What follows belongs to an exercise in optimizing a design on an open flow for small area, a short achievable clock period and few clock cycles; a production flow would make more cautious choices. Function was checked by simulation only, so behaviour that the tests miss may differ from the original.

## flow/config.mk

```make
export PLATFORM = sky130hd
export DESIGN_NAME = subterranean_lwc
export DESIGN_NICKNAME = subterranean_lwc
export VERILOG_FILES = /design/flow/design.v
export SDC_FILE = /design/flow/constraint.sdc
export NUM_CORES = 4
export LEC_CHECK = 0
export ABC_CLOCK_PERIOD_IN_PS = 2000
export CAP_MARGIN = 20
export CORE_MARGIN = 2
export CORE_UTILIZATION = 40
export CTS_CLUSTER_DIAMETER = 100
export CTS_CLUSTER_SIZE = 24
export SETUP_SLACK_MARGIN = 2.8
export SLEW_MARGIN = 20
export TNS_END_PERCENT = 5
```

## flow/constraint.sdc

```tcl
create_clock -name core_clock -period 5.0 [get_ports {clk}]
set_input_delay 1.0000 -clock core_clock [delete_from_list [all_inputs] [get_ports {clk}]]
set_output_delay 1.0000 -clock core_clock [all_outputs]
set_load 0.01 [all_outputs]
```

## flow/design.v

```verilog
`default_nettype    none
module subterranean_round
(
    input wire [256:0] a,
    input wire [32:0] din,
    output wire [256:0] o,
    output wire [31:0] dout
);
wire [256:0] a_after_chi_iota;
wire [256:0] a_after_theta;
assign a_after_chi_iota[0]     = ~(a[0]   ^   ((~a[1])     & a[2]));
assign a_after_chi_iota[254:1] = a[254:1] ^   ((~a[255:2]) & a[256:3]);
assign a_after_chi_iota[255]   = a[255]   ^   ((~a[256])   & a[0]);
assign a_after_chi_iota[256]   = a[256]   ^   ((~a[0])     & a[1]);
assign a_after_theta[12]  = a_after_chi_iota[12]  ^ a_after_chi_iota[15]  ^ a_after_chi_iota[20]  ^ din[0];
assign a_after_theta[56]  = a_after_chi_iota[56]  ^ a_after_chi_iota[59]  ^ a_after_chi_iota[64]  ^ din[1];
assign a_after_theta[90]  = a_after_chi_iota[90]  ^ a_after_chi_iota[93]  ^ a_after_chi_iota[98]  ^ din[2];
assign a_after_theta[163] = a_after_chi_iota[163] ^ a_after_chi_iota[166] ^ a_after_chi_iota[171] ^ din[3];
assign a_after_theta[161] = a_after_chi_iota[161] ^ a_after_chi_iota[164] ^ a_after_chi_iota[169] ^ din[4];
assign a_after_theta[66]  = a_after_chi_iota[66]  ^ a_after_chi_iota[69]  ^ a_after_chi_iota[74]  ^ din[5];
assign a_after_theta[51]  = a_after_chi_iota[51]  ^ a_after_chi_iota[54]  ^ a_after_chi_iota[59]  ^ din[6];
assign a_after_theta[238] = a_after_chi_iota[238] ^ a_after_chi_iota[241] ^ a_after_chi_iota[246] ^ din[7];
assign a_after_theta[254] = a_after_chi_iota[254] ^ a_after_chi_iota[0]   ^ a_after_chi_iota[5]   ^ din[8];
assign a_after_theta[243] = a_after_chi_iota[243] ^ a_after_chi_iota[246] ^ a_after_chi_iota[251] ^ din[9];
assign a_after_theta[106] = a_after_chi_iota[106] ^ a_after_chi_iota[109] ^ a_after_chi_iota[114] ^ din[10];
assign a_after_theta[152] = a_after_chi_iota[152] ^ a_after_chi_iota[155] ^ a_after_chi_iota[160] ^ din[11];
assign a_after_theta[24]  = a_after_chi_iota[24]  ^ a_after_chi_iota[27]  ^ a_after_chi_iota[32]  ^ din[12];
assign a_after_theta[112] = a_after_chi_iota[112] ^ a_after_chi_iota[115] ^ a_after_chi_iota[120] ^ din[13];
assign a_after_theta[180] = a_after_chi_iota[180] ^ a_after_chi_iota[183] ^ a_after_chi_iota[188] ^ din[14];
assign a_after_theta[69]  = a_after_chi_iota[69]  ^ a_after_chi_iota[72]  ^ a_after_chi_iota[77]  ^ din[15];
assign a_after_theta[65]  = a_after_chi_iota[65]  ^ a_after_chi_iota[68]  ^ a_after_chi_iota[73]  ^ din[16];
assign a_after_theta[132] = a_after_chi_iota[132] ^ a_after_chi_iota[135] ^ a_after_chi_iota[140] ^ din[17];
assign a_after_theta[102] = a_after_chi_iota[102] ^ a_after_chi_iota[105] ^ a_after_chi_iota[110] ^ din[18];
assign a_after_theta[219] = a_after_chi_iota[219] ^ a_after_chi_iota[222] ^ a_after_chi_iota[227] ^ din[19];
assign a_after_theta[251] = a_after_chi_iota[251] ^ a_after_chi_iota[254] ^ a_after_chi_iota[2]   ^ din[20];
assign a_after_theta[229] = a_after_chi_iota[229] ^ a_after_chi_iota[232] ^ a_after_chi_iota[237] ^ din[21];
assign a_after_theta[212] = a_after_chi_iota[212] ^ a_after_chi_iota[215] ^ a_after_chi_iota[220] ^ din[22];
assign a_after_theta[47]  = a_after_chi_iota[47]  ^ a_after_chi_iota[50]  ^ a_after_chi_iota[55]  ^ din[23];
assign a_after_theta[48]  = a_after_chi_iota[48]  ^ a_after_chi_iota[51]  ^ a_after_chi_iota[56]  ^ din[24];
assign a_after_theta[224] = a_after_chi_iota[224] ^ a_after_chi_iota[227] ^ a_after_chi_iota[232] ^ din[25];
assign a_after_theta[103] = a_after_chi_iota[103] ^ a_after_chi_iota[106] ^ a_after_chi_iota[111] ^ din[26];
assign a_after_theta[138] = a_after_chi_iota[138] ^ a_after_chi_iota[141] ^ a_after_chi_iota[146] ^ din[27];
assign a_after_theta[130] = a_after_chi_iota[130] ^ a_after_chi_iota[133] ^ a_after_chi_iota[138] ^ din[28];
assign a_after_theta[7]   = a_after_chi_iota[7]   ^ a_after_chi_iota[10]  ^ a_after_chi_iota[15]  ^ din[29];
assign a_after_theta[204] = a_after_chi_iota[204] ^ a_after_chi_iota[207] ^ a_after_chi_iota[212] ^ din[30];
assign a_after_theta[181] = a_after_chi_iota[181] ^ a_after_chi_iota[184] ^ a_after_chi_iota[189] ^ din[31];
assign a_after_theta[245] = a_after_chi_iota[245] ^ a_after_chi_iota[248] ^ a_after_chi_iota[253] ^ din[32];
assign a_after_theta[0] = a_after_chi_iota[0] ^ a_after_chi_iota[3] ^ a_after_chi_iota[8];
assign a_after_theta[36] = a_after_chi_iota[36] ^ a_after_chi_iota[39] ^ a_after_chi_iota[44];
assign a_after_theta[60] = a_after_chi_iota[60] ^ a_after_chi_iota[63] ^ a_after_chi_iota[68];
assign a_after_theta[72] = a_after_chi_iota[72] ^ a_after_chi_iota[75] ^ a_after_chi_iota[80];
assign a_after_theta[84] = a_after_chi_iota[84] ^ a_after_chi_iota[87] ^ a_after_chi_iota[92];
assign a_after_theta[96] = a_after_chi_iota[96] ^ a_after_chi_iota[99] ^ a_after_chi_iota[104];
assign a_after_theta[108] = a_after_chi_iota[108] ^ a_after_chi_iota[111] ^ a_after_chi_iota[116];
assign a_after_theta[120] = a_after_chi_iota[120] ^ a_after_chi_iota[123] ^ a_after_chi_iota[128];
assign a_after_theta[144] = a_after_chi_iota[144] ^ a_after_chi_iota[147] ^ a_after_chi_iota[152];
assign a_after_theta[156] = a_after_chi_iota[156] ^ a_after_chi_iota[159] ^ a_after_chi_iota[164];
assign a_after_theta[168] = a_after_chi_iota[168] ^ a_after_chi_iota[171] ^ a_after_chi_iota[176];
assign a_after_theta[192] = a_after_chi_iota[192] ^ a_after_chi_iota[195] ^ a_after_chi_iota[200];
assign a_after_theta[216] = a_after_chi_iota[216] ^ a_after_chi_iota[219] ^ a_after_chi_iota[224];
assign a_after_theta[228] = a_after_chi_iota[228] ^ a_after_chi_iota[231] ^ a_after_chi_iota[236];
assign a_after_theta[240] = a_after_chi_iota[240] ^ a_after_chi_iota[243] ^ a_after_chi_iota[248];
assign a_after_theta[252] = a_after_chi_iota[252] ^ a_after_chi_iota[255] ^ a_after_chi_iota[3];
assign a_after_theta[19] = a_after_chi_iota[19] ^ a_after_chi_iota[22] ^ a_after_chi_iota[27];
assign a_after_theta[31] = a_after_chi_iota[31] ^ a_after_chi_iota[34] ^ a_after_chi_iota[39];
assign a_after_theta[43] = a_after_chi_iota[43] ^ a_after_chi_iota[46] ^ a_after_chi_iota[51];
assign a_after_theta[55] = a_after_chi_iota[55] ^ a_after_chi_iota[58] ^ a_after_chi_iota[63];
assign a_after_theta[67] = a_after_chi_iota[67] ^ a_after_chi_iota[70] ^ a_after_chi_iota[75];
assign a_after_theta[79] = a_after_chi_iota[79] ^ a_after_chi_iota[82] ^ a_after_chi_iota[87];
assign a_after_theta[91] = a_after_chi_iota[91] ^ a_after_chi_iota[94] ^ a_after_chi_iota[99];
assign a_after_theta[115] = a_after_chi_iota[115] ^ a_after_chi_iota[118] ^ a_after_chi_iota[123];
assign a_after_theta[127] = a_after_chi_iota[127] ^ a_after_chi_iota[130] ^ a_after_chi_iota[135];
assign a_after_theta[139] = a_after_chi_iota[139] ^ a_after_chi_iota[142] ^ a_after_chi_iota[147];
assign a_after_theta[151] = a_after_chi_iota[151] ^ a_after_chi_iota[154] ^ a_after_chi_iota[159];
assign a_after_theta[175] = a_after_chi_iota[175] ^ a_after_chi_iota[178] ^ a_after_chi_iota[183];
assign a_after_theta[187] = a_after_chi_iota[187] ^ a_after_chi_iota[190] ^ a_after_chi_iota[195];
assign a_after_theta[199] = a_after_chi_iota[199] ^ a_after_chi_iota[202] ^ a_after_chi_iota[207];
assign a_after_theta[211] = a_after_chi_iota[211] ^ a_after_chi_iota[214] ^ a_after_chi_iota[219];
assign a_after_theta[223] = a_after_chi_iota[223] ^ a_after_chi_iota[226] ^ a_after_chi_iota[231];
assign a_after_theta[235] = a_after_chi_iota[235] ^ a_after_chi_iota[238] ^ a_after_chi_iota[243];
assign a_after_theta[247] = a_after_chi_iota[247] ^ a_after_chi_iota[250] ^ a_after_chi_iota[255];
assign a_after_theta[2] = a_after_chi_iota[2] ^ a_after_chi_iota[5] ^ a_after_chi_iota[10];
assign a_after_theta[14] = a_after_chi_iota[14] ^ a_after_chi_iota[17] ^ a_after_chi_iota[22];
assign a_after_theta[26] = a_after_chi_iota[26] ^ a_after_chi_iota[29] ^ a_after_chi_iota[34];
assign a_after_theta[38] = a_after_chi_iota[38] ^ a_after_chi_iota[41] ^ a_after_chi_iota[46];
assign a_after_theta[50] = a_after_chi_iota[50] ^ a_after_chi_iota[53] ^ a_after_chi_iota[58];
assign a_after_theta[62] = a_after_chi_iota[62] ^ a_after_chi_iota[65] ^ a_after_chi_iota[70];
assign a_after_theta[74] = a_after_chi_iota[74] ^ a_after_chi_iota[77] ^ a_after_chi_iota[82];
assign a_after_theta[86] = a_after_chi_iota[86] ^ a_after_chi_iota[89] ^ a_after_chi_iota[94];
assign a_after_theta[98] = a_after_chi_iota[98] ^ a_after_chi_iota[101] ^ a_after_chi_iota[106];
assign a_after_theta[110] = a_after_chi_iota[110] ^ a_after_chi_iota[113] ^ a_after_chi_iota[118];
assign a_after_theta[122] = a_after_chi_iota[122] ^ a_after_chi_iota[125] ^ a_after_chi_iota[130];
assign a_after_theta[134] = a_after_chi_iota[134] ^ a_after_chi_iota[137] ^ a_after_chi_iota[142];
assign a_after_theta[146] = a_after_chi_iota[146] ^ a_after_chi_iota[149] ^ a_after_chi_iota[154];
assign a_after_theta[158] = a_after_chi_iota[158] ^ a_after_chi_iota[161] ^ a_after_chi_iota[166];
assign a_after_theta[170] = a_after_chi_iota[170] ^ a_after_chi_iota[173] ^ a_after_chi_iota[178];
assign a_after_theta[182] = a_after_chi_iota[182] ^ a_after_chi_iota[185] ^ a_after_chi_iota[190];
assign a_after_theta[194] = a_after_chi_iota[194] ^ a_after_chi_iota[197] ^ a_after_chi_iota[202];
assign a_after_theta[206] = a_after_chi_iota[206] ^ a_after_chi_iota[209] ^ a_after_chi_iota[214];
assign a_after_theta[218] = a_after_chi_iota[218] ^ a_after_chi_iota[221] ^ a_after_chi_iota[226];
assign a_after_theta[230] = a_after_chi_iota[230] ^ a_after_chi_iota[233] ^ a_after_chi_iota[238];
assign a_after_theta[242] = a_after_chi_iota[242] ^ a_after_chi_iota[245] ^ a_after_chi_iota[250];
assign a_after_theta[9] = a_after_chi_iota[9] ^ a_after_chi_iota[12] ^ a_after_chi_iota[17];
assign a_after_theta[21] = a_after_chi_iota[21] ^ a_after_chi_iota[24] ^ a_after_chi_iota[29];
assign a_after_theta[33] = a_after_chi_iota[33] ^ a_after_chi_iota[36] ^ a_after_chi_iota[41];
assign a_after_theta[45] = a_after_chi_iota[45] ^ a_after_chi_iota[48] ^ a_after_chi_iota[53];
assign a_after_theta[57] = a_after_chi_iota[57] ^ a_after_chi_iota[60] ^ a_after_chi_iota[65];
assign a_after_theta[81] = a_after_chi_iota[81] ^ a_after_chi_iota[84] ^ a_after_chi_iota[89];
assign a_after_theta[93] = a_after_chi_iota[93] ^ a_after_chi_iota[96] ^ a_after_chi_iota[101];
assign a_after_theta[105] = a_after_chi_iota[105] ^ a_after_chi_iota[108] ^ a_after_chi_iota[113];
assign a_after_theta[117] = a_after_chi_iota[117] ^ a_after_chi_iota[120] ^ a_after_chi_iota[125];
assign a_after_theta[129] = a_after_chi_iota[129] ^ a_after_chi_iota[132] ^ a_after_chi_iota[137];
assign a_after_theta[141] = a_after_chi_iota[141] ^ a_after_chi_iota[144] ^ a_after_chi_iota[149];
assign a_after_theta[153] = a_after_chi_iota[153] ^ a_after_chi_iota[156] ^ a_after_chi_iota[161];
assign a_after_theta[165] = a_after_chi_iota[165] ^ a_after_chi_iota[168] ^ a_after_chi_iota[173];
assign a_after_theta[177] = a_after_chi_iota[177] ^ a_after_chi_iota[180] ^ a_after_chi_iota[185];
assign a_after_theta[189] = a_after_chi_iota[189] ^ a_after_chi_iota[192] ^ a_after_chi_iota[197];
assign a_after_theta[201] = a_after_chi_iota[201] ^ a_after_chi_iota[204] ^ a_after_chi_iota[209];
assign a_after_theta[213] = a_after_chi_iota[213] ^ a_after_chi_iota[216] ^ a_after_chi_iota[221];
assign a_after_theta[225] = a_after_chi_iota[225] ^ a_after_chi_iota[228] ^ a_after_chi_iota[233];
assign a_after_theta[237] = a_after_chi_iota[237] ^ a_after_chi_iota[240] ^ a_after_chi_iota[245];
assign a_after_theta[249] = a_after_chi_iota[249] ^ a_after_chi_iota[252] ^ a_after_chi_iota[0];
assign a_after_theta[4] = a_after_chi_iota[4] ^ a_after_chi_iota[7] ^ a_after_chi_iota[12];
assign a_after_theta[16] = a_after_chi_iota[16] ^ a_after_chi_iota[19] ^ a_after_chi_iota[24];
assign a_after_theta[28] = a_after_chi_iota[28] ^ a_after_chi_iota[31] ^ a_after_chi_iota[36];
assign a_after_theta[40] = a_after_chi_iota[40] ^ a_after_chi_iota[43] ^ a_after_chi_iota[48];
assign a_after_theta[52] = a_after_chi_iota[52] ^ a_after_chi_iota[55] ^ a_after_chi_iota[60];
assign a_after_theta[64] = a_after_chi_iota[64] ^ a_after_chi_iota[67] ^ a_after_chi_iota[72];
assign a_after_theta[76] = a_after_chi_iota[76] ^ a_after_chi_iota[79] ^ a_after_chi_iota[84];
assign a_after_theta[88] = a_after_chi_iota[88] ^ a_after_chi_iota[91] ^ a_after_chi_iota[96];
assign a_after_theta[100] = a_after_chi_iota[100] ^ a_after_chi_iota[103] ^ a_after_chi_iota[108];
assign a_after_theta[124] = a_after_chi_iota[124] ^ a_after_chi_iota[127] ^ a_after_chi_iota[132];
assign a_after_theta[136] = a_after_chi_iota[136] ^ a_after_chi_iota[139] ^ a_after_chi_iota[144];
assign a_after_theta[148] = a_after_chi_iota[148] ^ a_after_chi_iota[151] ^ a_after_chi_iota[156];
assign a_after_theta[160] = a_after_chi_iota[160] ^ a_after_chi_iota[163] ^ a_after_chi_iota[168];
assign a_after_theta[172] = a_after_chi_iota[172] ^ a_after_chi_iota[175] ^ a_after_chi_iota[180];
assign a_after_theta[184] = a_after_chi_iota[184] ^ a_after_chi_iota[187] ^ a_after_chi_iota[192];
assign a_after_theta[196] = a_after_chi_iota[196] ^ a_after_chi_iota[199] ^ a_after_chi_iota[204];
assign a_after_theta[208] = a_after_chi_iota[208] ^ a_after_chi_iota[211] ^ a_after_chi_iota[216];
assign a_after_theta[220] = a_after_chi_iota[220] ^ a_after_chi_iota[223] ^ a_after_chi_iota[228];
assign a_after_theta[232] = a_after_chi_iota[232] ^ a_after_chi_iota[235] ^ a_after_chi_iota[240];
assign a_after_theta[244] = a_after_chi_iota[244] ^ a_after_chi_iota[247] ^ a_after_chi_iota[252];
assign a_after_theta[256] = a_after_chi_iota[256] ^ a_after_chi_iota[2] ^ a_after_chi_iota[7];
assign a_after_theta[11] = a_after_chi_iota[11] ^ a_after_chi_iota[14] ^ a_after_chi_iota[19];
assign a_after_theta[23] = a_after_chi_iota[23] ^ a_after_chi_iota[26] ^ a_after_chi_iota[31];
assign a_after_theta[35] = a_after_chi_iota[35] ^ a_after_chi_iota[38] ^ a_after_chi_iota[43];
assign a_after_theta[59] = a_after_chi_iota[59] ^ a_after_chi_iota[62] ^ a_after_chi_iota[67];
assign a_after_theta[71] = a_after_chi_iota[71] ^ a_after_chi_iota[74] ^ a_after_chi_iota[79];
assign a_after_theta[83] = a_after_chi_iota[83] ^ a_after_chi_iota[86] ^ a_after_chi_iota[91];
assign a_after_theta[95] = a_after_chi_iota[95] ^ a_after_chi_iota[98] ^ a_after_chi_iota[103];
assign a_after_theta[107] = a_after_chi_iota[107] ^ a_after_chi_iota[110] ^ a_after_chi_iota[115];
assign a_after_theta[119] = a_after_chi_iota[119] ^ a_after_chi_iota[122] ^ a_after_chi_iota[127];
assign a_after_theta[131] = a_after_chi_iota[131] ^ a_after_chi_iota[134] ^ a_after_chi_iota[139];
assign a_after_theta[143] = a_after_chi_iota[143] ^ a_after_chi_iota[146] ^ a_after_chi_iota[151];
assign a_after_theta[155] = a_after_chi_iota[155] ^ a_after_chi_iota[158] ^ a_after_chi_iota[163];
assign a_after_theta[167] = a_after_chi_iota[167] ^ a_after_chi_iota[170] ^ a_after_chi_iota[175];
assign a_after_theta[179] = a_after_chi_iota[179] ^ a_after_chi_iota[182] ^ a_after_chi_iota[187];
assign a_after_theta[191] = a_after_chi_iota[191] ^ a_after_chi_iota[194] ^ a_after_chi_iota[199];
assign a_after_theta[203] = a_after_chi_iota[203] ^ a_after_chi_iota[206] ^ a_after_chi_iota[211];
assign a_after_theta[215] = a_after_chi_iota[215] ^ a_after_chi_iota[218] ^ a_after_chi_iota[223];
assign a_after_theta[227] = a_after_chi_iota[227] ^ a_after_chi_iota[230] ^ a_after_chi_iota[235];
assign a_after_theta[239] = a_after_chi_iota[239] ^ a_after_chi_iota[242] ^ a_after_chi_iota[247];
assign a_after_theta[6] = a_after_chi_iota[6] ^ a_after_chi_iota[9] ^ a_after_chi_iota[14];
assign a_after_theta[18] = a_after_chi_iota[18] ^ a_after_chi_iota[21] ^ a_after_chi_iota[26];
assign a_after_theta[30] = a_after_chi_iota[30] ^ a_after_chi_iota[33] ^ a_after_chi_iota[38];
assign a_after_theta[42] = a_after_chi_iota[42] ^ a_after_chi_iota[45] ^ a_after_chi_iota[50];
assign a_after_theta[54] = a_after_chi_iota[54] ^ a_after_chi_iota[57] ^ a_after_chi_iota[62];
assign a_after_theta[78] = a_after_chi_iota[78] ^ a_after_chi_iota[81] ^ a_after_chi_iota[86];
assign a_after_theta[114] = a_after_chi_iota[114] ^ a_after_chi_iota[117] ^ a_after_chi_iota[122];
assign a_after_theta[126] = a_after_chi_iota[126] ^ a_after_chi_iota[129] ^ a_after_chi_iota[134];
assign a_after_theta[150] = a_after_chi_iota[150] ^ a_after_chi_iota[153] ^ a_after_chi_iota[158];
assign a_after_theta[162] = a_after_chi_iota[162] ^ a_after_chi_iota[165] ^ a_after_chi_iota[170];
assign a_after_theta[174] = a_after_chi_iota[174] ^ a_after_chi_iota[177] ^ a_after_chi_iota[182];
assign a_after_theta[186] = a_after_chi_iota[186] ^ a_after_chi_iota[189] ^ a_after_chi_iota[194];
assign a_after_theta[198] = a_after_chi_iota[198] ^ a_after_chi_iota[201] ^ a_after_chi_iota[206];
assign a_after_theta[210] = a_after_chi_iota[210] ^ a_after_chi_iota[213] ^ a_after_chi_iota[218];
assign a_after_theta[222] = a_after_chi_iota[222] ^ a_after_chi_iota[225] ^ a_after_chi_iota[230];
assign a_after_theta[234] = a_after_chi_iota[234] ^ a_after_chi_iota[237] ^ a_after_chi_iota[242];
assign a_after_theta[246] = a_after_chi_iota[246] ^ a_after_chi_iota[249] ^ a_after_chi_iota[254];
assign a_after_theta[1] = a_after_chi_iota[1] ^ a_after_chi_iota[4] ^ a_after_chi_iota[9];
assign a_after_theta[13] = a_after_chi_iota[13] ^ a_after_chi_iota[16] ^ a_after_chi_iota[21];
assign a_after_theta[25] = a_after_chi_iota[25] ^ a_after_chi_iota[28] ^ a_after_chi_iota[33];
assign a_after_theta[37] = a_after_chi_iota[37] ^ a_after_chi_iota[40] ^ a_after_chi_iota[45];
assign a_after_theta[49] = a_after_chi_iota[49] ^ a_after_chi_iota[52] ^ a_after_chi_iota[57];
assign a_after_theta[61] = a_after_chi_iota[61] ^ a_after_chi_iota[64] ^ a_after_chi_iota[69];
assign a_after_theta[73] = a_after_chi_iota[73] ^ a_after_chi_iota[76] ^ a_after_chi_iota[81];
assign a_after_theta[85] = a_after_chi_iota[85] ^ a_after_chi_iota[88] ^ a_after_chi_iota[93];
assign a_after_theta[97] = a_after_chi_iota[97] ^ a_after_chi_iota[100] ^ a_after_chi_iota[105];
assign a_after_theta[109] = a_after_chi_iota[109] ^ a_after_chi_iota[112] ^ a_after_chi_iota[117];
assign a_after_theta[121] = a_after_chi_iota[121] ^ a_after_chi_iota[124] ^ a_after_chi_iota[129];
assign a_after_theta[133] = a_after_chi_iota[133] ^ a_after_chi_iota[136] ^ a_after_chi_iota[141];
assign a_after_theta[145] = a_after_chi_iota[145] ^ a_after_chi_iota[148] ^ a_after_chi_iota[153];
assign a_after_theta[157] = a_after_chi_iota[157] ^ a_after_chi_iota[160] ^ a_after_chi_iota[165];
assign a_after_theta[169] = a_after_chi_iota[169] ^ a_after_chi_iota[172] ^ a_after_chi_iota[177];
assign a_after_theta[193] = a_after_chi_iota[193] ^ a_after_chi_iota[196] ^ a_after_chi_iota[201];
assign a_after_theta[205] = a_after_chi_iota[205] ^ a_after_chi_iota[208] ^ a_after_chi_iota[213];
assign a_after_theta[217] = a_after_chi_iota[217] ^ a_after_chi_iota[220] ^ a_after_chi_iota[225];
assign a_after_theta[241] = a_after_chi_iota[241] ^ a_after_chi_iota[244] ^ a_after_chi_iota[249];
assign a_after_theta[253] = a_after_chi_iota[253] ^ a_after_chi_iota[256] ^ a_after_chi_iota[4];
assign a_after_theta[8] = a_after_chi_iota[8] ^ a_after_chi_iota[11] ^ a_after_chi_iota[16];
assign a_after_theta[20] = a_after_chi_iota[20] ^ a_after_chi_iota[23] ^ a_after_chi_iota[28];
assign a_after_theta[32] = a_after_chi_iota[32] ^ a_after_chi_iota[35] ^ a_after_chi_iota[40];
assign a_after_theta[44] = a_after_chi_iota[44] ^ a_after_chi_iota[47] ^ a_after_chi_iota[52];
assign a_after_theta[68] = a_after_chi_iota[68] ^ a_after_chi_iota[71] ^ a_after_chi_iota[76];
assign a_after_theta[80] = a_after_chi_iota[80] ^ a_after_chi_iota[83] ^ a_after_chi_iota[88];
assign a_after_theta[92] = a_after_chi_iota[92] ^ a_after_chi_iota[95] ^ a_after_chi_iota[100];
assign a_after_theta[104] = a_after_chi_iota[104] ^ a_after_chi_iota[107] ^ a_after_chi_iota[112];
assign a_after_theta[116] = a_after_chi_iota[116] ^ a_after_chi_iota[119] ^ a_after_chi_iota[124];
assign a_after_theta[128] = a_after_chi_iota[128] ^ a_after_chi_iota[131] ^ a_after_chi_iota[136];
assign a_after_theta[140] = a_after_chi_iota[140] ^ a_after_chi_iota[143] ^ a_after_chi_iota[148];
assign a_after_theta[164] = a_after_chi_iota[164] ^ a_after_chi_iota[167] ^ a_after_chi_iota[172];
assign a_after_theta[176] = a_after_chi_iota[176] ^ a_after_chi_iota[179] ^ a_after_chi_iota[184];
assign a_after_theta[188] = a_after_chi_iota[188] ^ a_after_chi_iota[191] ^ a_after_chi_iota[196];
assign a_after_theta[200] = a_after_chi_iota[200] ^ a_after_chi_iota[203] ^ a_after_chi_iota[208];
assign a_after_theta[236] = a_after_chi_iota[236] ^ a_after_chi_iota[239] ^ a_after_chi_iota[244];
assign a_after_theta[248] = a_after_chi_iota[248] ^ a_after_chi_iota[251] ^ a_after_chi_iota[256];
assign a_after_theta[3] = a_after_chi_iota[3] ^ a_after_chi_iota[6] ^ a_after_chi_iota[11];
assign a_after_theta[15] = a_after_chi_iota[15] ^ a_after_chi_iota[18] ^ a_after_chi_iota[23];
assign a_after_theta[27] = a_after_chi_iota[27] ^ a_after_chi_iota[30] ^ a_after_chi_iota[35];
assign a_after_theta[39] = a_after_chi_iota[39] ^ a_after_chi_iota[42] ^ a_after_chi_iota[47];
assign a_after_theta[63] = a_after_chi_iota[63] ^ a_after_chi_iota[66] ^ a_after_chi_iota[71];
assign a_after_theta[75] = a_after_chi_iota[75] ^ a_after_chi_iota[78] ^ a_after_chi_iota[83];
assign a_after_theta[87] = a_after_chi_iota[87] ^ a_after_chi_iota[90] ^ a_after_chi_iota[95];
assign a_after_theta[99] = a_after_chi_iota[99] ^ a_after_chi_iota[102] ^ a_after_chi_iota[107];
assign a_after_theta[111] = a_after_chi_iota[111] ^ a_after_chi_iota[114] ^ a_after_chi_iota[119];
assign a_after_theta[123] = a_after_chi_iota[123] ^ a_after_chi_iota[126] ^ a_after_chi_iota[131];
assign a_after_theta[135] = a_after_chi_iota[135] ^ a_after_chi_iota[138] ^ a_after_chi_iota[143];
assign a_after_theta[147] = a_after_chi_iota[147] ^ a_after_chi_iota[150] ^ a_after_chi_iota[155];
assign a_after_theta[159] = a_after_chi_iota[159] ^ a_after_chi_iota[162] ^ a_after_chi_iota[167];
assign a_after_theta[171] = a_after_chi_iota[171] ^ a_after_chi_iota[174] ^ a_after_chi_iota[179];
assign a_after_theta[183] = a_after_chi_iota[183] ^ a_after_chi_iota[186] ^ a_after_chi_iota[191];
assign a_after_theta[195] = a_after_chi_iota[195] ^ a_after_chi_iota[198] ^ a_after_chi_iota[203];
assign a_after_theta[207] = a_after_chi_iota[207] ^ a_after_chi_iota[210] ^ a_after_chi_iota[215];
assign a_after_theta[231] = a_after_chi_iota[231] ^ a_after_chi_iota[234] ^ a_after_chi_iota[239];
assign a_after_theta[255] = a_after_chi_iota[255] ^ a_after_chi_iota[1] ^ a_after_chi_iota[6];
assign a_after_theta[10] = a_after_chi_iota[10] ^ a_after_chi_iota[13] ^ a_after_chi_iota[18];
assign a_after_theta[22] = a_after_chi_iota[22] ^ a_after_chi_iota[25] ^ a_after_chi_iota[30];
assign a_after_theta[34] = a_after_chi_iota[34] ^ a_after_chi_iota[37] ^ a_after_chi_iota[42];
assign a_after_theta[46] = a_after_chi_iota[46] ^ a_after_chi_iota[49] ^ a_after_chi_iota[54];
assign a_after_theta[58] = a_after_chi_iota[58] ^ a_after_chi_iota[61] ^ a_after_chi_iota[66];
assign a_after_theta[70] = a_after_chi_iota[70] ^ a_after_chi_iota[73] ^ a_after_chi_iota[78];
assign a_after_theta[82] = a_after_chi_iota[82] ^ a_after_chi_iota[85] ^ a_after_chi_iota[90];
assign a_after_theta[94] = a_after_chi_iota[94] ^ a_after_chi_iota[97] ^ a_after_chi_iota[102];
assign a_after_theta[118] = a_after_chi_iota[118] ^ a_after_chi_iota[121] ^ a_after_chi_iota[126];
assign a_after_theta[142] = a_after_chi_iota[142] ^ a_after_chi_iota[145] ^ a_after_chi_iota[150];
assign a_after_theta[154] = a_after_chi_iota[154] ^ a_after_chi_iota[157] ^ a_after_chi_iota[162];
assign a_after_theta[166] = a_after_chi_iota[166] ^ a_after_chi_iota[169] ^ a_after_chi_iota[174];
assign a_after_theta[178] = a_after_chi_iota[178] ^ a_after_chi_iota[181] ^ a_after_chi_iota[186];
assign a_after_theta[190] = a_after_chi_iota[190] ^ a_after_chi_iota[193] ^ a_after_chi_iota[198];
assign a_after_theta[202] = a_after_chi_iota[202] ^ a_after_chi_iota[205] ^ a_after_chi_iota[210];
assign a_after_theta[214] = a_after_chi_iota[214] ^ a_after_chi_iota[217] ^ a_after_chi_iota[222];
assign a_after_theta[226] = a_after_chi_iota[226] ^ a_after_chi_iota[229] ^ a_after_chi_iota[234];
assign a_after_theta[250] = a_after_chi_iota[250] ^ a_after_chi_iota[253] ^ a_after_chi_iota[1];
assign a_after_theta[5] = a_after_chi_iota[5] ^ a_after_chi_iota[8] ^ a_after_chi_iota[13];
assign a_after_theta[17] = a_after_chi_iota[17] ^ a_after_chi_iota[20] ^ a_after_chi_iota[25];
assign a_after_theta[29] = a_after_chi_iota[29] ^ a_after_chi_iota[32] ^ a_after_chi_iota[37];
assign a_after_theta[41] = a_after_chi_iota[41] ^ a_after_chi_iota[44] ^ a_after_chi_iota[49];
assign a_after_theta[53] = a_after_chi_iota[53] ^ a_after_chi_iota[56] ^ a_after_chi_iota[61];
assign a_after_theta[77] = a_after_chi_iota[77] ^ a_after_chi_iota[80] ^ a_after_chi_iota[85];
assign a_after_theta[89] = a_after_chi_iota[89] ^ a_after_chi_iota[92] ^ a_after_chi_iota[97];
assign a_after_theta[101] = a_after_chi_iota[101] ^ a_after_chi_iota[104] ^ a_after_chi_iota[109];
assign a_after_theta[113] = a_after_chi_iota[113] ^ a_after_chi_iota[116] ^ a_after_chi_iota[121];
assign a_after_theta[125] = a_after_chi_iota[125] ^ a_after_chi_iota[128] ^ a_after_chi_iota[133];
assign a_after_theta[137] = a_after_chi_iota[137] ^ a_after_chi_iota[140] ^ a_after_chi_iota[145];
assign a_after_theta[149] = a_after_chi_iota[149] ^ a_after_chi_iota[152] ^ a_after_chi_iota[157];
assign a_after_theta[173] = a_after_chi_iota[173] ^ a_after_chi_iota[176] ^ a_after_chi_iota[181];
assign a_after_theta[185] = a_after_chi_iota[185] ^ a_after_chi_iota[188] ^ a_after_chi_iota[193];
assign a_after_theta[197] = a_after_chi_iota[197] ^ a_after_chi_iota[200] ^ a_after_chi_iota[205];
assign a_after_theta[209] = a_after_chi_iota[209] ^ a_after_chi_iota[212] ^ a_after_chi_iota[217];
assign a_after_theta[221] = a_after_chi_iota[221] ^ a_after_chi_iota[224] ^ a_after_chi_iota[229];
assign a_after_theta[233] = a_after_chi_iota[233] ^ a_after_chi_iota[236] ^ a_after_chi_iota[241];
generate
    genvar gen_j;
    for (gen_j = 0; gen_j < 257; gen_j = gen_j + 1) begin: pi_step
        assign o[gen_j] = a_after_theta[(12*gen_j) % 257];
    end
endgenerate
assign dout[0]  = a[1]   ^ a[256];
assign dout[1]  = a[176] ^ a[81];
assign dout[2]  = a[136] ^ a[121];
assign dout[3]  = a[35]  ^ a[222];
assign dout[4]  = a[249] ^ a[8];
assign dout[5]  = a[134] ^ a[123];
assign dout[6]  = a[197] ^ a[60];
assign dout[7]  = a[234] ^ a[23];
assign dout[8]  = a[64]  ^ a[193];
assign dout[9]  = a[213] ^ a[44];
assign dout[10] = a[223] ^ a[34];
assign dout[11] = a[184] ^ a[73];
assign dout[12] = a[2]   ^ a[255];
assign dout[13] = a[95]  ^ a[162];
assign dout[14] = a[15]  ^ a[242];
assign dout[15] = a[70]  ^ a[187];
assign dout[16] = a[241] ^ a[16];
assign dout[17] = a[11]  ^ a[246];
assign dout[18] = a[137] ^ a[120];
assign dout[19] = a[211] ^ a[46];
assign dout[20] = a[128] ^ a[129];
assign dout[21] = a[169] ^ a[88];
assign dout[22] = a[189] ^ a[68];
assign dout[23] = a[111] ^ a[146];
assign dout[24] = a[4]   ^ a[253];
assign dout[25] = a[190] ^ a[67];
assign dout[26] = a[30]  ^ a[227];
assign dout[27] = a[140] ^ a[117];
assign dout[28] = a[225] ^ a[32];
assign dout[29] = a[22]  ^ a[235];
assign dout[30] = a[17]  ^ a[240];
assign dout[31] = a[165] ^ a[92];
endmodule
`default_nettype    none
module subterranean_lwc
#(parameter ASYNC_RSTN = 0,
parameter G_PWIDTH = 32,
parameter G_SWIDTH = 32,
parameter G_SEGMENT_SIZE_BITS = 16,
parameter G_HASH_SIZE_WORDS = 8,
parameter G_TAG_SIZE_WORDS = 4
)
(
    input wire clk,
    input wire rst,
    input wire [(G_PWIDTH-1):0] pdi_data,
    input wire pdi_valid,
    output wire pdi_ready,
    input wire [(G_SWIDTH-1):0] sdi_data,
    input wire sdi_valid,
    output wire sdi_ready,
    output wire [(G_PWIDTH-1):0] do_data,
    output wire do_valid,
    input wire do_ready,
    output wire do_last
);
localparam P_IDLE = 4'd0,  P_NHDR = 4'd1,  P_NDAT = 4'd2,  P_AHDR = 4'd3,
           P_ADAT = 4'd4,  P_PHDR = 4'd5,  P_PDAT = 4'd6,  P_TAG  = 4'd7,
           P_THDR = 4'd8,  P_TDAT = 4'd9,  P_SQ   = 4'd10, P_STAT = 4'd11,
           P_HHDR = 4'd12, P_HDAT = 4'd13, P_INST = 4'd14;
function [31:0] bswap(input [31:0] x);
    bswap = {x[7:0], x[15:8], x[23:16], x[31:24]};
endfunction
reg [14:0] ph;          
reg [256:0] st;
reg [4:0] nr;           
reg nz;                 
reg [3:0] cnt;          
reg [15:0] len;         
reg lastw;              
reg [2:0] wsize;        
reg eot;
reg dec;
reg fail;
reg hlast;              
reg [3:0] bsel;         
reg [3:0] bsel_n;
reg ms;                 
reg dsel;               
reg kw;                 
reg [1:0] sph;          
reg [1:0] kcnt;
reg kact;               
reg hfirst;             
reg spend;              
reg hpend;              
reg pinst_v, pinst_h;   
reg pv, pc;             
reg [32:0] o0, o1;
reg v0, v1;
reg prdy, srdy;         
reg m_key;              
reg m_word;             
reg m_hash;             
reg m_sq;               
reg m_t;                
reg dfull;              
reg [14:0] ph_n;
reg [3:0] cnt_n;
reg [15:0] len_n;
reg lastw_n;
reg [2:0] wsize_n;
reg eot_n, dec_n, fail_n, kact_n, hfirst_n, hlast_n, spend_n, hpend_n, pinst_v_n, pinst_h_n, nxt, nxh;
reg [1:0] sph_n, kcnt_n;
wire ptake = pdi_valid & prdy;
wire stake = sdi_valid & srdy;
wire qpush = (pdi_valid & pv) | pc;
wire [4:0] nr_dec = nz ? 5'd0 : (nr - 5'd1);
wire hdr0 = (pdi_data[15:0] == 16'd0);
wire wr_ok = ~v1;
wire pop = v0 & do_ready;
wire [31:0] z;
wire [31:0] y;
wire hdr_le4 = (pdi_data[15:3] == 13'd0) && ((pdi_data[2] == 1'b0) || (pdi_data[1:0] == 2'b00));
wire [2:0] hdr_ws = hdr_le4 ? pdi_data[2:0] : 3'd4;
wire len_le8 = (len[15:4] == 12'd0) && ((len[3] == 1'b0) || (len[2:0] == 3'b000));
wire [2:0] len_ws = len_le8 ? (len[2:0] ^ 3'b100) : 3'd4;
always @(*) begin
    ph_n = ph;
    hlast_n = hlast;
    cnt_n = cnt;
    len_n = len;
    lastw_n = lastw;
    wsize_n = wsize;
    eot_n = eot;
    dec_n = dec;
    fail_n = fail;
    kact_n = kact;
    hfirst_n = hfirst;
    spend_n = spend;
    hpend_n = hpend;
    pinst_v_n = pinst_v;
    pinst_h_n = pinst_h;
    bsel_n = bsel;
    sph_n = sph;
    kcnt_n = kcnt;
    if (stake) begin
        case (sph)
            2'd0 : sph_n = 2'd1;
            2'd1 : begin sph_n = 2'd2; kcnt_n = 2'd0; end
            default : begin
                kcnt_n = kcnt + 2'd1;
                if (kcnt == 2'd3) begin
                    sph_n = 2'd0;
                    kact_n = 1'b0;
                end
            end
        endcase
    end
        if (ph[P_IDLE] & ptake) begin
            hfirst_n = 1'b1;
            case (pdi_data[31:28])
                4'h7 : begin
                    kact_n = 1'b1;
                    begin ph_n[P_IDLE] = 1'b0; ph_n[P_INST] = 1'b1; end
                end
                4'h8 : begin ph_n[P_IDLE] = 1'b0; ph_n[P_HHDR] = 1'b1; end
                default : ;
            endcase
        end
        if (ph[P_INST] & ptake) begin
            dec_n = pdi_data[28];
            begin ph_n[P_INST] = 1'b0; ph_n[P_NHDR] = 1'b1; end
        end
        if (ph[P_NHDR] & ptake) begin
            cnt_n = 4'd4;
            begin ph_n[P_NHDR] = 1'b0; ph_n[P_NDAT] = 1'b1; end
        end
        if (ph[P_NDAT] & ptake) begin
            cnt_n = cnt - 4'd1;
            if (cnt == 4'd1) begin
                begin ph_n[P_NDAT] = 1'b0; ph_n[P_AHDR] = 1'b1; end
            end
        end
        if (ph[P_AHDR] & ptake) begin
            len_n = pdi_data[15:0];
            lastw_n = hdr_le4;
            wsize_n = hdr_ws;
            eot_n = pdi_data[25];
            if (pdi_data[15:0] == 16'd0) begin
                begin ph_n[P_AHDR] = 1'b0; ph_n[P_PHDR] = 1'b1; end
            end else
                begin ph_n[P_AHDR] = 1'b0; ph_n[P_ADAT] = 1'b1; end
        end
        if (ph[P_ADAT] & ptake) begin
            len_n = len - 16'd4;
                lastw_n = len_le8;
                wsize_n = len_ws;
            if (lastw) begin
                if (eot) begin
                    begin ph_n[P_ADAT] = 1'b0; ph_n[P_PHDR] = 1'b1; end
                end else
                    begin ph_n[P_ADAT] = 1'b0; ph_n[P_AHDR] = 1'b1; end
            end
        end
        if (ph[P_PHDR] & ptake) begin
            len_n = pdi_data[15:0];
            lastw_n = hdr_le4;
            wsize_n = hdr_ws;
            eot_n = pdi_data[25];
            if (pdi_data[15:0] == 16'd0) begin
                ph_n[P_PHDR] = 1'b0;
                if (dec) ph_n[P_THDR] = 1'b1; else ph_n[P_TAG] = 1'b1;
            end else
                begin ph_n[P_PHDR] = 1'b0; ph_n[P_PDAT] = 1'b1; end
        end
        if (ph[P_PDAT] & ptake) begin
            len_n = len - 16'd4;
                lastw_n = len_le8;
                wsize_n = len_ws;
            if (lastw) begin
                if (eot) begin
                    ph_n[P_PDAT] = 1'b0;
                    if (dec) ph_n[P_THDR] = 1'b1; else ph_n[P_TAG] = 1'b1;
                end else
                    begin ph_n[P_PDAT] = 1'b0; ph_n[P_PHDR] = 1'b1; end
            end
        end
        if (ph[P_TAG] & wr_ok) begin
            cnt_n = 4'd4;
            begin ph_n[P_TAG] = 1'b0; ph_n[P_SQ] = 1'b1; end
        end
        if (ph[P_THDR] & ptake) begin
            cnt_n = 4'd4;
            begin ph_n[P_THDR] = 1'b0; ph_n[P_TDAT] = 1'b1; end
        end
        if (ph[P_TDAT] & ptake) begin
            if ((bswap(pdi_data) != z) && (cnt != 4'd1)) fail_n = 1'b1;
            cnt_n = cnt - 4'd1;
            if (cnt == 4'd1) begin ph_n[P_TDAT] = 1'b0; ph_n[P_IDLE] = 1'b1; spend_n = 1'b1; end
        end
        nxt = pinst_v | ptake;
        nxh = pinst_v ? pinst_h : (pdi_data[31:28] == 4'h8);
        if (ph[P_SQ] & ptake) begin
            pinst_v_n = nxt;
            pinst_h_n = nxh;
        end
        if (ph[P_SQ] & m_sq) begin
            cnt_n = cnt - 4'd1;
            if (cnt == 4'd1) begin
                ph_n[P_SQ] = 1'b0;
                spend_n = 1'b1;
                pinst_v_n = 1'b0;
                if (nxt) begin
                    hfirst_n = 1'b1;
                    if (nxh) ph_n[P_HHDR] = 1'b1;
                    else begin ph_n[P_INST] = 1'b1; kact_n = 1'b1; end
                end else
                    ph_n[P_IDLE] = 1'b1;
            end
        end
        if (spend & wr_ok) begin
            spend_n = 1'b0;
            fail_n = 1'b0;
        end else if (hpend & wr_ok)
            hpend_n = 1'b0;
        if (ph[P_HHDR] & ptake) begin
            hfirst_n = 1'b0;
            if (hfirst) hpend_n = 1'b1;
            len_n = pdi_data[15:0];
            lastw_n = hdr_le4;
            wsize_n = hdr_ws;
            eot_n = pdi_data[25];
            bsel_n = 4'b0001;
            hlast_n = (pdi_data[15:0] == 16'd1);
            if (pdi_data[15:0] == 16'd0) begin
                cnt_n = 4'd8;
                begin ph_n[P_HHDR] = 1'b0; ph_n[P_SQ] = 1'b1; end
            end else
                begin ph_n[P_HHDR] = 1'b0; ph_n[P_HDAT] = 1'b1; end
        end
        if (ph[P_HDAT] & pdi_valid & m_hash) begin
            bsel_n = {bsel[2:0], bsel[3]};
            hlast_n = (bsel[0] & (wsize == 3'd2)) | (bsel[1] & (wsize == 3'd3)) | (bsel[2] & (wsize == 3'd4));
            if (ptake) begin
                bsel_n = 4'b0001;
                hlast_n = (len == 16'd5);
                len_n = len - 16'd4;
                lastw_n = len_le8;
                wsize_n = len_ws;
                if (lastw) begin
                    if (eot) begin
                        cnt_n = 4'd8;
                        begin ph_n[P_HDAT] = 1'b0; ph_n[P_SQ] = 1'b1; end
                    end else
                        begin ph_n[P_HDAT] = 1'b0; ph_n[P_HHDR] = 1'b1; end
                end
            end
        end
end
wire keylast = stake & (sph == 2'd2) & (kcnt == 2'd3);
wire habs = ph[P_HDAT] & pdi_valid & m_hash;
wire nr_set = keylast | habs
            | (ptake & ((ph[P_NDAT] & (cnt == 4'd1))
                      | ((ph[P_AHDR] | ph[P_PHDR] | ph[P_HHDR]) & hdr0)
                      | (ph[P_ADAT] & lastw & eot & (wsize == 3'd4))
                      | (ph[P_PDAT] & lastw & eot)));
wire [4:0] nr_n =
      ({5{keylast}} & 5'd1)
    | ({5{ptake & ph[P_NDAT] & (cnt == 4'd1)}} & 5'd9)
    | ({5{ptake & ph[P_AHDR] & hdr0}} & (nz ? 5'd1 : nr))
    | ({5{ptake & ph[P_ADAT] & lastw & eot & (wsize == 3'd4)}} & 5'd1)
    | ({5{ptake & ph[P_PHDR] & hdr0}} & (nz ? 5'd9 : (nr + 5'd8)))
    | ({5{ptake & ph[P_PDAT] & lastw & eot}} & ((wsize == 3'd4) ? 5'd9 : 5'd8))
    | ({5{ptake & ph[P_HHDR] & hdr0}} & (nz ? 5'd10 : (nr + 5'd9)))
    | ({5{habs & ~(ptake & lastw & eot)}} & 5'd1)
    | ({5{habs & ptake & lastw & eot}} & 5'd11)
    | ({5{~nr_set}} & nr_dec);
wire nz_n = (nr[4:1] == 4'd0) & ~nr_set;
reg [32:0] pw;
always @(*) begin
    pw = 33'd0;
    if (spend)
        pw = {1'b1, fail ? 4'hF : 4'hE, 28'd0};
    else if (hpend)
        pw = {1'b0, 4'h9, 4'h3, 8'h00, 16'd32};
    else if (ph[P_PHDR])
        pw = {1'b0, dec ? 4'h4 : 4'h5, 2'b00, pdi_data[25], dec & pdi_data[25], 8'h00, pdi_data[15:0]};
    else if (ph[P_PDAT])
        pw = {lastw & eot, bswap(y)};
    else if (ph[P_TAG])
        pw = {1'b0, 32'h83000010};
    else if (ph[P_SQ])
        pw = {cnt == 4'd1, bswap(z)};
end
reg v0_n, v1_n;
always @(*) begin
    v0_n = v0;
    v1_n = v1;
    if (v1) begin
        if (pop) v1_n = 1'b0;
    end else if (qpush) begin
        if (v0 & ~pop) v1_n = 1'b1;
        else v0_n = 1'b1;
    end else if (pop) begin
        v0_n = 1'b0;
    end
end
wire wr_ok_n = ~v1_n;
reg prdy_n, m_word_n, m_hash_n, m_sq_n;
always @(*) begin
    prdy_n = 1'b0;
    m_word_n = 1'b0;
    m_hash_n = 1'b0;
    m_sq_n = 1'b0;
    prdy_n = (ph_n[P_SQ] & ~pinst_v_n) | ph_n[P_IDLE] | ph_n[P_INST] | ph_n[P_NHDR] | ph_n[P_AHDR] | ph_n[P_THDR]
           | ph_n[P_HHDR] | (ph_n[P_PHDR] & wr_ok_n & ~spend_n & ~hpend_n)
           | (ph_n[P_NDAT] & ~kact_n & nz_n)
           | ((ph_n[P_ADAT] | ph_n[P_TDAT]) & nz_n)
           | (ph_n[P_PDAT] & nz_n & wr_ok_n)
           | (ph_n[P_HDAT] & nz_n & hlast_n);
    m_word_n = ((ph_n[P_NDAT] & ~kact_n) | ph_n[P_ADAT] | (ph_n[P_PDAT] & wr_ok_n)) & nz_n;
    m_hash_n = ph_n[P_HDAT] & nz_n;
    m_sq_n = ph_n[P_SQ] & nz_n & wr_ok_n & ~spend_n & ~hpend_n;
end
wire srdy_n = (sph_n != 2'd2) | (kact_n & nz_n);
wire pv_n = (ph_n[P_PHDR] & wr_ok_n & ~spend_n & ~hpend_n) | (ph_n[P_PDAT] & nz_n & wr_ok_n);
wire pc_n = m_sq_n | ((ph_n[P_TAG] | spend_n | hpend_n) & wr_ok_n);
wire m_key_n = (sph_n == 2'd2) & kact_n & nz_n;
wire m_t_n = ph_n[P_TDAT] & nz_n;
wire kabs_n = (sph_n == 2'd2) & kact_n;
wire dfull_n = kabs_n | ph_n[P_NDAT];
always @(posedge clk) begin
    if (rst) begin
        ph <= 15'd1 << P_IDLE;
        nr <= 5'd0;
        nz <= 1'b1;
        sph <= 2'd0;
        kact <= 1'b0;
        spend <= 1'b0;
        hpend <= 1'b0;
        pinst_v <= 1'b0;
        fail <= 1'b0;
        v0 <= 1'b0;
        v1 <= 1'b0;
        prdy <= 1'b0;
        srdy <= 1'b0;
        m_key <= 1'b0;
        m_word <= 1'b0;
        m_hash <= 1'b0;
        m_sq <= 1'b0;
        pv <= 1'b0;
        pc <= 1'b0;
        m_t <= 1'b0;
        dfull <= 1'b0;
    end else begin
        ph <= ph_n;
        nr <= nr_n;
        nz <= nz_n;
        sph <= sph_n;
        kact <= kact_n;
        spend <= spend_n;
        hpend <= hpend_n;
        pinst_v <= pinst_v_n;
        fail <= fail_n;
        v0 <= v0_n;
        v1 <= v1_n;
        prdy <= prdy_n;
        srdy <= srdy_n;
        m_key <= m_key_n;
        m_word <= m_word_n;
        m_hash <= m_hash_n;
        m_sq <= m_sq_n;
        pv <= pv_n;
        pc <= pc_n;
        m_t <= m_t_n;
        dfull <= dfull_n;
    end
end
always @(posedge clk) begin
    cnt <= cnt_n;
    len <= len_n;
    lastw <= lastw_n;
    wsize <= wsize_n;
    eot <= eot_n;
    dec <= dec_n;
    bsel <= bsel_n;
    ms <= kabs_n;
    dsel <= dec_n & ph_n[P_PDAT];
    kw <= m_key_n | m_word_n;
    hlast <= hlast_n;
    kcnt <= kcnt_n;
    hfirst <= hfirst_n;
    pinst_h <= pinst_h_n;
end
always @(posedge clk) begin
    if (v1) begin
        if (pop) o0 <= o1;
    end else if (qpush) begin
        if (v0 & ~pop) o1 <= pw;
        else o0 <= pw;
    end
end
wire [256:0] st_next;
reg [32:0] din;
wire [2:0] dsize = dfull ? 3'd4 : wsize;
wire [3:0] mb = {dsize == 3'd4, dsize >= 3'd3, dsize >= 3'd2, dsize >= 3'd1};
wire [3:0] mp = ms ? 4'b0000 : mb;
reg [4:0] padv;         
always @(*) begin
    case (dsize)
        3'd0 : padv = 5'b00001;
        3'd1 : padv = 5'b00010;
        3'd2 : padv = 5'b00100;
        3'd3 : padv = 5'b01000;
        default : padv = 5'b10000;
    endcase
end
wire [31:0] mask = {{8{mb[3]}}, {8{mb[2]}}, {8{mb[1]}}, {8{mb[0]}}};
wire [31:0] x = (bswap(pdi_data) & {{8{mp[3]}}, {8{mp[2]}}, {8{mp[1]}}, {8{mp[0]}}})
              | (bswap(sdi_data) & {32{ms}});
assign y = (z ^ x) & mask;
wire [7:0] hbyte = (pdi_data[31:24] & {8{bsel[0]}}) | (pdi_data[23:16] & {8{bsel[1]}})
                 | (pdi_data[15:8] & {8{bsel[2]}}) | (pdi_data[7:0] & {8{bsel[3]}});
always @(*) begin
    din[31:0] = ((dsel ? y : x) & {32{kw}}) | {24'd0, hbyte & {8{m_hash}}};
    din[32] = kw & padv[4];
    din[0] = din[0] | (kw ? padv[0] : ~m_hash);
    din[8] = din[8] | (kw ? padv[1] : m_hash);
    din[16] = din[16] | (kw & padv[2]);
    din[24] = din[24] | (kw & padv[3]);
end
subterranean_round round (
    .a(st),
    .din(din),
    .o(st_next),
    .dout(z)
);
wire do_round = ~nz | (sdi_valid & m_key) | (pdi_valid & (m_word | m_hash | m_t)) | m_sq;
wire init = (ptake & ph[P_IDLE]) | (ph[P_SQ] & m_sq & (cnt == 4'd1) & (pinst_v | ptake));
always @(posedge clk) begin
    if (init)
        st <= 257'd0;
    else if (do_round)
        st <= st_next;
end
assign pdi_ready = prdy;
assign sdi_ready = srdy;
assign do_data = o0[31:0];
assign do_last = o0[32];
assign do_valid = v0;
endmodule
```

## flow/flow/run.sh

```bash
#!/bin/bash
# The standard layout, except that the port buffers are plain buffers
# (buffer_ports otherwise picks a delay cell, clkdlybuf4s50_1, for them).
set -euo pipefail
export BUFFER_PORTS_ARGS="-buffer_cell sky130_fd_sc_hd__buf_4"
bash standard.sh finish > make_finish.log 2>&1
```

## flow/standard.sh

```bash
#!/bin/bash
# synth_recipe.tcl (not shown) runs the flow's synth.tcl, then flattens the netlist and writes it again
# the make line also repeats each setting of config.mk as NAME=value (left out here)
make -C /OpenROAD-flow-scripts/flow DESIGN_CONFIG=/design/flow/config.mk WORK_HOME=/design/flow/orfs CLKGATE_MAP_FILE= SYNTH_SCRIPT=/design/flow/synth_recipe.tcl "${@:-finish}"
```

==> results.txt, run 1 <==
The worst setup path is captured at a flop. The final total negative setup slack is 0 ps.

For this run the aggregate overflow at the end of global routing stands at 0. The die is 265 um wide. In this run the standard cell core region covers 67400 um2. The final setup violation count is 0. The net count of the mapped netlist came out at 3222. The path depth of the worst reg2reg path is 5. The via count of the first global-routing pass was 20.5k. Of all nets on the critical path, the largest fanout is 5. The register bit count reported by yosys came out at 400.

The synthesized-area fraction occupied by adder cells is 0.413%. The post-synthesis cell count came out at 3144. The H-tree depth is 1. The number of vias per cell is 5.60. The portion of netlist area occupied by mux cells is 2.48%. After clock tree synthesis, the flow added hold-fix buffers numbering 0. The critical path required time came out at 5350 ps. The final worst clock skew is 46.0 ps.

0 antenna diodes ended up in the layout. The cell sitting at the root of the clock tree is a clkbuf_16. The number of clock buffers inserted by TritonCTS is 25.

Across all register-to-register paths, the minimum setup slack is 2710 ps. The number of DRC markers in iteration 0 is 2424. The die covers 70300 um2.

Of the total synthesized cell area, the portion taken by XOR and XNOR cells is 30.0%. The total number of vias came out at 22.6k. The largest net degree at the start of global routing came out at 250. STA classifies the critical path startpoint as a flop. The detailed router put a total of 42700 um of wire on met1. The worst path arrival time is 2630 ps. The number of max-slew violations in the final report was 0. The total number of clock tree sinks is 400. Of the cells placed in the final design, the portion with a size suffix greater than 1 is 10.8%. The sequential fraction of the synthesis area is 32.1%. Row generation in the floorplan step produced 95 rows. The total track usage is 25.3%. The clock slew seen by the registers of the worst setup and hold paths is 110 ps.

The routed length per instance came out at 23.4 um. By area, the combinational part of the netlist is dominated by XOR/XNOR gates. The max-cap violation count came out at 0. The number of antenna violations at the first check in global routing is 0. In this run the critical register-to-register path is launched from st[16]$_SDFFE_PP0P_.

The area growth from synthesis to final layout came out at 12.0%. For this run, the top clock speed supported by timing is 437 MHz. The simple-gate portion of the synthesized area came out at 17.2%. Setup slack on the critical path of the routed design comes to 2710 ps. The setup path with the least slack is of type flop to flop.

The placer's final routability congestion estimate came out at 0.940. For this run, the number of standard cells in the final layout without fillers is 4033. The complex-gate fraction of the synthesized area is 14.7%. The post-synthesis area per instance is 8.68 um2. The critical path starts at st[16]$_SDFFE_PP0P_.

The DRC violations left is 0. Following the worst setup path forward leads to its endpoint at o0[8]$_DFFE_PP_. Summed over all nets, wire length on met2 after detailed routing comes to 40900 um. The transition time at the pin with the least slew margin came out at 813 ps.

The count of flip-flops with a built-in enable after synthesis came out at 76. The final hold violation count came out at 0. The amount of wire on met3 after detailed routing is 6750 um. The height of the chip is 265 um.

The dominant register cell in the synthesized netlist is dfxtp_1. Setup repair after global routing could not meet its margin everywhere. The path category of the worst min-delay check is flop to flop. The number of nets in the finished design came out at 3221. The clock period minus final worst setup slack is 2290 ps. The setup slack at placement came out at 1750 ps. The share of synthesized flip-flops with an asynchronous set or reset is 0%.

The number of placed instances, taps included, is 3945. The clock insertion delay at the later pin of the skew report came out at 620 ps. The initial utilization of the core area, before any placement, comes to 40.5%. The number of detailed-routing iterations run before antenna repair is 6. In this run the critical register-to-register path is captured at o0[8]$_DFFE_PP_. The I/O pin count came out at 105. The final HPWL from detailed placement is 69400 um. The total number of yosys warnings is 1. The relative slew slack is 45.4%. The buffer levels on the longest clock path came out at 3. The final critical-path share of the clock period came out at 45.7%. The count of cell types in the netlist is 74. The netlist area before placement is 27300 um2.

The first global-routing pass estimated 135000 um of wire. The final wirelength came out at 94300 um. The flow ran to the end and the layout has no timing, DRC or antenna violations. The number of port buffers came out at 104.

For this run, the share of the core covered by cells in the final layout is 45.4%. The count of nets left with antenna violations once routing finished came out at 0. TritonCTS built the clock tree. The highest layer touched by signal routing is met4.
-- state kept, by name, summed over array words and instances (netlist names), 2 cells and up --
name	cells
wsize	3
kcnt	2
o0	33
cnt	4
st	257
len	16
nr	5
ph	14
bsel	4
o1	33
sph	2
-- metrics by stage --
step	cell area, um2	hold WS (ps)
5_1_grt	30600	515
3_5_place_dp	28600	461
4_1_cts	29900	482
3_3_place_gp	28600	451
2_1_floorplan	27300	440
6_report	30600	479
-- cells in the final DEF (no fill, tap or decap), types with 30 or more instances in the layout --
cell / instances
clkbuf_16: 30
mux2i_1: 42
xor2_1: 46
nor2b_1: 277
buf_4: 137
nor3_1: 30
a211oi_1: 263
nand2_1: 97
edfxtp_1: 76
a21oi_1: 75
o22ai_1: 42
nor2_1: 387
xnor2_1: 875
a22oi_1: 35
dfxtp_1: 305
o21ai_0: 46
-- per-layer routing --
layer  vias up  track usage (%)
li1      10700                -
met1     10800             36.6
met2       895             39.0
met3       163             2.72
met4         0             9.13
met5         -                0
-- Yosys cell counts (9+ instances only) --
cell type  number  share of area, %
a22oi_1        36              0.99
nor3_1         34              0.62
nand4_1        19              0.44
mux2i_1        44               1.6
dfxtp_1       324                24
o22ai_1        42              0.96
edfxtp_1       76               8.4
and2_1         14              0.32
nor2b_1       279               6.4
o31ai_1        22              0.61
and3_1          9              0.21
or3_1          10              0.23
clkbuf_1      158               2.2
nand2_1       102               1.4
a211oi_1      264               7.3
o21ai_0        50              0.92
a21oi_1        78               1.4
nor3b_1        19              0.52
inv_1          23              0.32
a221oi_1       15              0.48
nand3_1        19              0.35
xnor2_1       880                28
nor2_1        393               5.4
buf_2          21              0.39
mux2_2         21              0.87
o21ai_1        20              0.37
xor2_1         54               1.7
ha_1            9              0.41
-- what timing repair did --
item                                    in CTS  in global routing
endpoints found under the setup margin     361                299
pin swaps                                    5                 23
gates resized for setup                     55                 96
cloned                                       2                  5
hold endpoints to repair                     0                  0
setup buffers                               12                 25
-- final cells by class --
class                   count  area [um2]
flip-flops and latches    400        8800
multi-input cells        2529       18200
clock inverters            14         163
clock buffers              30         666
repair buffers            164        1550
fillers                  6639       36800
inverters                  23        90.1
well taps                 873        1090
-- kinds of logic after synthesis --
family	count (synthesis)
xor+xnor	934
fa+ha+maj	9
flops	400
compound gates	581
buf+inv	216
mux	65
simple gates	939
-- worst min path at each step --
stage	startpoint	end	depth (start not counted)
after floorplan	hfirst$_SDFF_PP0_	hfirst$_SDFF_PP0_	2
after global placement	hfirst$_SDFF_PP0_	hfirst$_SDFF_PP0_	2
after detailed placement	hfirst$_SDFF_PP0_	hfirst$_SDFF_PP0_	2
after CTS	hfirst$_SDFF_PP0_	hfirst$_SDFF_PP0_	2
after global routing	hfirst$_SDFF_PP0_	hfirst$_SDFF_PP0_	2
final	hfirst$_SDFF_PP0_	hfirst$_SDFF_PP0_	2
-- critical path: stages (launching register included) --
cell and delay (ps):
dfxtp_1 490, xor2_1 590, xor2_1 210, o21ai_0 90
mux2i_1 530, o31ai_1 120
Testbench counts, summed over its fixed seeds: cycles 13,182.
==> run 2, diff against run 1 <==
--- a/flow/config.mk
+++ b/flow/config.mk
@@ -11,6 +11,6 @@
 export CORE_UTILIZATION = 40
 export CTS_CLUSTER_DIAMETER = 100
 export CTS_CLUSTER_SIZE = 24
-export SETUP_SLACK_MARGIN = 2.8
+export SETUP_SLACK_MARGIN = 3.0
 export SLEW_MARGIN = 20
 export TNS_END_PERCENT = 5
==> results.txt, run 2 <==
The initial cell density of the core is 40.5% (unchanged). The capturing element type of the critical path is a flop. The number of max-slew violations in the final report is 0 (unchanged). The CTS tree is yes. By count the netlist is led by xnor2_1 (880), nor2_1 (393), dfxtp_1 (324), nor2b_1 (279), a211oi_1 (264). The count of flip-flops with a built-in enable after synthesis was 76 (unchanged). The sequential fraction of the synthesis area is 32.1% (unchanged). The path depth of the worst reg2reg path is 6 (+1). xnor2_1 is the most common cell in the netlist. The number of vias per cell was 5.68 (+1.4%).

The remaining global-route overflow came out at 0 (unchanged). The post-synthesis cell count came to 3144 (unchanged). In the layout the commonest cells are xnor2_1 (860), nor2_1 (388), nor2b_1 (277), dfxtp_1 (272), a211oi_1 (263).

The library cell used most frequently in the layout, excluding fill and tap cells, is xnor2_1. The number of DRC markers in iteration 0 came to 2502 (+3.2%). The flip-flop count of the largest register after layout is 257 (unchanged). The most used flip-flop cell after synthesis is dfxtp_1. The clock slew seen by the registers of the worst setup and hold paths is 110 ps (about the same). The final setup violation count came out at 0 (unchanged). The final hold violation count is 0 (unchanged). The register-to-register setup slack was 2750 ps (+30 ps). The delay of the slowest critical-path stage is 630 ps (+40 ps).

The final wirelength is 97900 um (+3.8%). The max-cap violation count came out at 0 (unchanged). The relative slew slack was 44.4% (-1.0 points). The share of synthesized flip-flops with an asynchronous set or reset is 0% (unchanged).

The height of the chip was 265 um (unchanged). The netlist area before placement is 27300 um2 (unchanged). The worst path arrival time is 2780 ps (+150 ps). The most area-hungry cell type in the Yosys netlist is xnor2_1.

The clock insertion delay at the later pin of the skew report came out at 630 ps (about the same). The instance count after placement with tap cells included came out at 3945 (unchanged). The register ranked first by flip-flop count is st. The final critical-path share of the clock period came out at 45.1% (-0.63 points). The register bit count reported by yosys came out at 400 (unchanged).

The first-pass GRT wire length came out at 141000 um (+4.9%). The setup path with the least slack is of type flop to flop. The buffering stage count on the worst path with inverters included is 0 (unchanged). The startpoint identified for the worst register-to-register timing path is st[107]$_SDFFE_PP0P_. The full die area is 70300 um2 (unchanged). The total number of yosys warnings is 1 (unchanged).

The core outline area is 67400 um2 (unchanged). The number of port buffers is 104 (unchanged). The post-synthesis area per instance is 8.68 um2 (unchanged).

Counting stages on the worst path, the most repeated cell is xnor2_1. The DRC violations left came out at 0 (unchanged). The highest clock rate came out at 443 MHz (+1.4%). The largest registers in the layout are st x257, o0 x33, o1 x33. The area fraction of the dominant cell type after synthesis came out at 28.2% (unchanged). The number of antenna-violating nets in the routed design came to 0 (unchanged). The final cell count without fillers came out at 4064 (+0.77%). Setup repair after global routing could not meet its margin everywhere. The total number of vias is 23.1k (+2.2%).

The I/O pin count came out at 105 (unchanged). For this design, the slowest cell found on the critical path is xnor2_1. The final total negative setup slack is 0 ps (unchanged). The top fanout value on the critical path came to 4 (-1). The critical path required time was 5530 ps (+180 ps). The number of nets in the finished design came to 3251 (+0.93%). The path category of the worst min-delay check is flop to flop.

Clock tree synthesis selected as its root buffer the cell clkbuf_16. STA classifies the critical path startpoint as a flop. The via count of the first global-routing pass came out at 21.2k (+3.4%). The critical path goes through nor2b_1 > xnor2_1 > xnor2_1 > xnor2_1 > xnor2_1 > a211oi_1. The count of cell types in the netlist is 74 (unchanged). The number of clock buffers inserted by TritonCTS came out at 25 (unchanged). The clock period minus final worst setup slack came out at 2250 ps (-31.5 ps). The family with the most delay on the worst path is XOR/XNOR gates. By area the synthesized netlist is led by xnor2_1 (28%), dfxtp_1 (24%), edfxtp_1 (8.4%).

The endpoint of the worst-slack reg-to-reg timing path is st[223]$_SDFFE_PP0P_. The largest net degree at the start of global routing came out at 130 (-48%). The hold-critical path depth is 2 (unchanged). The setup slack at placement is 1750 ps (unchanged). The routed length per instance came out at 24.1 um (+3.0%). The area growth from synthesis to final layout is 15.3%.

The start point of the worst hold path is hfirst$_SDFF_PP0_. The final HPWL from detailed placement is 69400 um (unchanged). The number of detailed-routing iterations run before antenna repair came out at 8 (+2). The total number of clock tree sinks came to 400 (unchanged). The buffer levels on the longest clock path was 3 (unchanged). The transition time at the pin with the least slew margin is 828 ps (+15.6 ps).

The number of cell rows came to 95 (unchanged). The H-tree depth is 1 (unchanged). For hold timing, the worst endpoint is hfirst$_SDFF_PP0_. The count of hold-fix buffers inserted at cts came to 0 (unchanged). The final worst clock skew came to 54.0 ps (+7.98 ps). The run finished with no timing, DRC or antenna violations. The die outline width came out at 265 um (unchanged). The total track usage came out at 26.7% (+1.3 points). The net count of the mapped netlist is 3222 (unchanged). The ratio of cells with drive above 1 in the final layout came out at 13.9% (+3.1 points). The placer's final routability congestion estimate came out at 0.940 (unchanged).

The number of antenna violations at the first check in global routing was 0 (unchanged). The worst path setup slack after routing came out at 2750 ps (+31.5 ps).
-- run 2: worst register-to-register path, delay by kind of cell, from the launching register on --
family / cells / cell delay [ps]
AO/OA/AOI/OAI: 1 / 240
AND/OR/NAND/NOR: 1 / 110
XOR/XNOR: 4 / 1290
flip-flops: 1 / 530
-- run 2: kinds of logic (layout without fill, tap and decap cells) --
logic type,after synthesis,after routing,synth area share (%)
AOI/OAI and AO/OA,581,581,14.7
xor gates and xnor gates,934,934,30.0
adders and majority gates,9,9,0.413
buffers and inverters,216,260,3.16
DFF,400,400,32.1
muxes,65,65,2.48
other,0,1,0
and+or+nand+nor,939,941,17.2
-- run 2: cell type report --
type                            count  area, um2
Multi-Input combinational cell   2530      18600
Clock buffer                       30        666
Sequential cell                   400       8860
Tap cell                          873       1090
Inverter                           23       93.8
Antenna cell                        1       2.50
Timing Repair Buffer              193       1990
Fill cell                        6503      35900
Clock inverter                     14        163
-- run 2: worst max path at each step --
stage                    startpoint              endpoint  slack [ps]  cells past startpoint
2_1_floorplan             pdi_valid       o1[0]$_DFFE_PP_        2240                      3
3_3_place_gp              pdi_valid       prdy$_SDFF_PP0_        1820                      7
3_5_place_dp              pdi_valid       prdy$_SDFF_PP0_        1750                      7
4_1_cts             o0[7]$_DFFE_PP_            do_data[7]        2820                      1
5_1_grt                pdi_data[29]       prdy$_SDFF_PP0_        2680                      8
6_report       st[107]$_SDFFE_PP0P_  st[223]$_SDFFE_PP0P_        2750                      6
-- run 2: metrics by stage --
step	hold slack (ps)	area (um2)	util, %
after floorplan	440	27300	-
after global placement	451	28600	42.5
after detailed placement	461	28600	42.5
after CTS	482	30700	45.6
after global routing	515	31500	46.7
final	478	31500	46.7
-- run 2: metal layers --
layer | track usage, % | vias to the layer above | routed length, um
li1 | - | 10800 | -
met1 | 38.0 | 11100 | 43200
met2 | 41.2 | 1012 | 42500
met3 | 3.34 | 193 | 7960
met4 | 9.97 | 0 | 4280
met5 | 0 | - | 0
-- run 2: timing repair --
item | in CTS | in global routing
pin swaps | 24 | 16
gates resized for setup | 152 | 107
setup endpoints to repair | 416 | 385
endpoints found under the hold margin | 0 | 0
gates cloned | 11 | 5
setup buffers | 42 | 16

[port drivers added, routing unchanged]
The flow's constraints put no driver on any port. The routed layouts listed below were extracted and timed again, unchanged, in two steps.
Step 1 sets driving cells, clkbuf_16 on the clock port and buf_2 on the other inputs (assumed; they add their load-dependent delay and slew).
Step 2, shift: input delay + t, output delay - t, t = (earliest + latest rising clock arrival at the registers) / 2. This alone moves slack from input paths to output paths.
Slacks: ideal / step 1 / step 2; pairs: ideal / step 1.
run	shift t [ns]	setup WS [ns]	clock arrival spread, ns
run 1	0.661	2.714 / 2.690 / 2.079	0.046 / 0.047
run 2	0.668	2.745 / 2.745 / 2.133	0.054 / 0.054
After both steps setup and hold are still met in every run listed. The setup slack of run 1, which loses most, moves by -0.024 ns with the drivers and by -0.635 ns with both steps.
